This is an optimization exercise on Yosys and OpenROAD, whose aim is small area, not a production implementation.
Only simulation tests tie the RTL to the original design; equivalence was not proved.

==> flow/design.v (excerpt) <==
module top(
    input wire clk,
    input wire reset,
    input wire [7:0] next_in,
    output reg [7:0] f
    );
    reg [3:0] st;
    reg [7:0] r0, r1, r2, r3;
    wire pb = ~st[3] & st[2];
    wire pd = st[3] & ~st[2];
    wire [7:0] a = r0;
    wire [7:0] b = next_in;
    wire t0 = ~(~(a[0] & b[1])) & ~(~(a[1] & b[0]));
    wire t1, t2;
    fa ut1 (~(a[0] & b[2]), ~(a[1] & b[1]), ~(a[2] & b[0]), t1, t2);
    wire t3 = t0 & ~(t1);
    wire t4, t5;
    fa ut4 (~(a[0] & b[3]), ~(a[1] & b[2]), ~(a[2] & b[1]), t4, t5);
    wire t6, t7;
    fa ut6 (~(a[3] & b[0]), t2, t4, t6, t7);
    wire t8 = t3 & ~(t6);
    wire t9, t10;
    fa ut9 (~(a[0] & b[4]), ~(a[1] & b[3]), ~(a[2] & b[2]), t9, t10);
    wire t11, t12;
    fa ut11 (~(a[3] & b[1]), ~(a[4] & b[0]), t5, t11, t12);
    wire t13, t14;
    fa ut13 (t9, t7, t11, t13, t14);
    wire t15 = t8 & ~(t13);
    wire t16, t17;
    fa ut16 (~(a[0] & b[5]), ~(a[1] & b[4]), ~(a[2] & b[3]), t16, t17);
    wire t18, t19;
    fa ut18 (~(a[3] & b[2]), ~(a[4] & b[1]), ~(a[5] & b[0]), t18, t19);
    wire t20, t21;
    fa ut20 (t10, t16, t18, t20, t21);
    wire t22, t23;
    fa ut22 (t12, t20, t14, t22, t23);
    wire t24 = t15 & ~(t22);
    wire t25, t26;
    fa ut25 (~(a[0] & b[6]), ~(a[1] & b[5]), ~(a[2] & b[4]), t25, t26);
    wire t27, t28;
    fa ut27 (~(a[3] & b[3]), ~(a[4] & b[2]), ~(a[5] & b[1]), t27, t28);
    wire t29, t30;
  ...
Size in the first run: roughly 18 I/O pins.
==> flow/config.mk <==
export PLATFORM = sky130hd
export DESIGN_NAME = top
export DESIGN_NICKNAME = top
export VERILOG_FILES = /design/flow/design.v
export SDC_FILE = /design/flow/constraint.sdc
export NUM_CORES = 4
export LEC_CHECK = 0
export CAP_MARGIN = 20
export CORE_MARGIN = 2
export CORE_UTILIZATION = 40
export SLEW_MARGIN = 20
export SYNTH_HIERARCHICAL = 1
export SYNTH_MINIMUM_KEEP_SIZE = 0
==> flow/constraint.sdc <==
create_clock -name core_clock -period 12.0 [get_ports {clk}]
set_input_delay 2.4000 -clock core_clock [delete_from_list [all_inputs] [get_ports {clk}]]
set_output_delay 2.4000 -clock core_clock [all_outputs]
set_load 0.01 [all_outputs]
run.sh (not shown) runs the stock make flow with config.mk's settings and CLKGATE_MAP_FILE= SYNTH_SCRIPT=/design/flow/synth_recipe.tcl, a recipe that flattens the netlist after the stock synthesis.
Rerun with:
==> flow/flow/run.sh (new file) <==
#!/bin/bash
# The standard layout (standard.sh), with two changes:
#  - the port buffers are the smallest buffer (buf_1) instead of the
#    resizer's default pick;
#  - CTS uses clkbuf_4 for the root and leaf buffers and inserts no dummy
#    loads.
# Everything else (synthesis, floorplan, power grid, placement, routing)
# is the standard flow's. make's full output goes to standard.log; ORFS's
# per-step logs stay under orfs/logs/.
set -euo pipefail
export BUFFER_PORTS_ARGS="-buffer_cell sky130_fd_sc_hd__buf_1"
export CTS_ARGS="-sink_clustering_enable -repair_clock_nets -buf_list sky130_fd_sc_hd__clkbuf_4 -root_buf sky130_fd_sc_hd__clkbuf_4 -dont_use_dummy_load"
bash standard.sh > standard.log 2>&1
==> flow/standard.sh (new file) <==
#!/bin/bash
# synth_recipe.tcl (not shown) runs the flow's synth.tcl, then flattens the netlist and writes it again
# the make line also repeats each setting of config.mk as NAME=value (left out here)
make -C /OpenROAD-flow-scripts/flow DESIGN_CONFIG=/design/flow/config.mk WORK_HOME=/design/flow/orfs CLKGATE_MAP_FILE= SYNTH_SCRIPT=/design/flow/synth_recipe.tcl "${@:-finish}"
removed: flow/run.sh
The new run finished clean.
Wire length drops by 0.89%.
Worst hold slack gains 0.0036 ns.
Non-clock buffer count stays the same.
Utilization falls by 2.5 points.

## separate check: timing with driven ports
No port has a modelled driver above. Below, the same layouts with a new extraction and two added sets of constraints.
Step 1 sets driving cells, clkbuf_16 on the clock port and buf_2 on the other inputs (assumed; they add their load-dependent delay and slew).
Step 2 times the ports against the registers' clock, not the clock port: input delays grow and output delays shrink by t, the midpoint of the rising clock arrivals with the driver on.
Slacks: ideal ports / drivers / drivers and shift; pairs: ideal ports / drivers.
| run | shift t [ns] | slack for setup (ns) | worst setup path at the end | slew at the worst register clock pin (ns) | worst slew at a driven data input, ns |
|---|---|---|---|---|---|
| the first run | 0.305 | 2.680 / 2.676 / 2.371 | input to register | 0.08 / 0.08 | 0.03 |
| the second run | 0.351 | 3.079 / 3.076 / 2.725 | input to register | 0.12 / 0.12 | 0.03 |
After both steps every run listed still meets setup and hold. The setup slack of the second run, which loses most, moves by -0.003 ns with the drivers and by -0.354 ns with both steps.
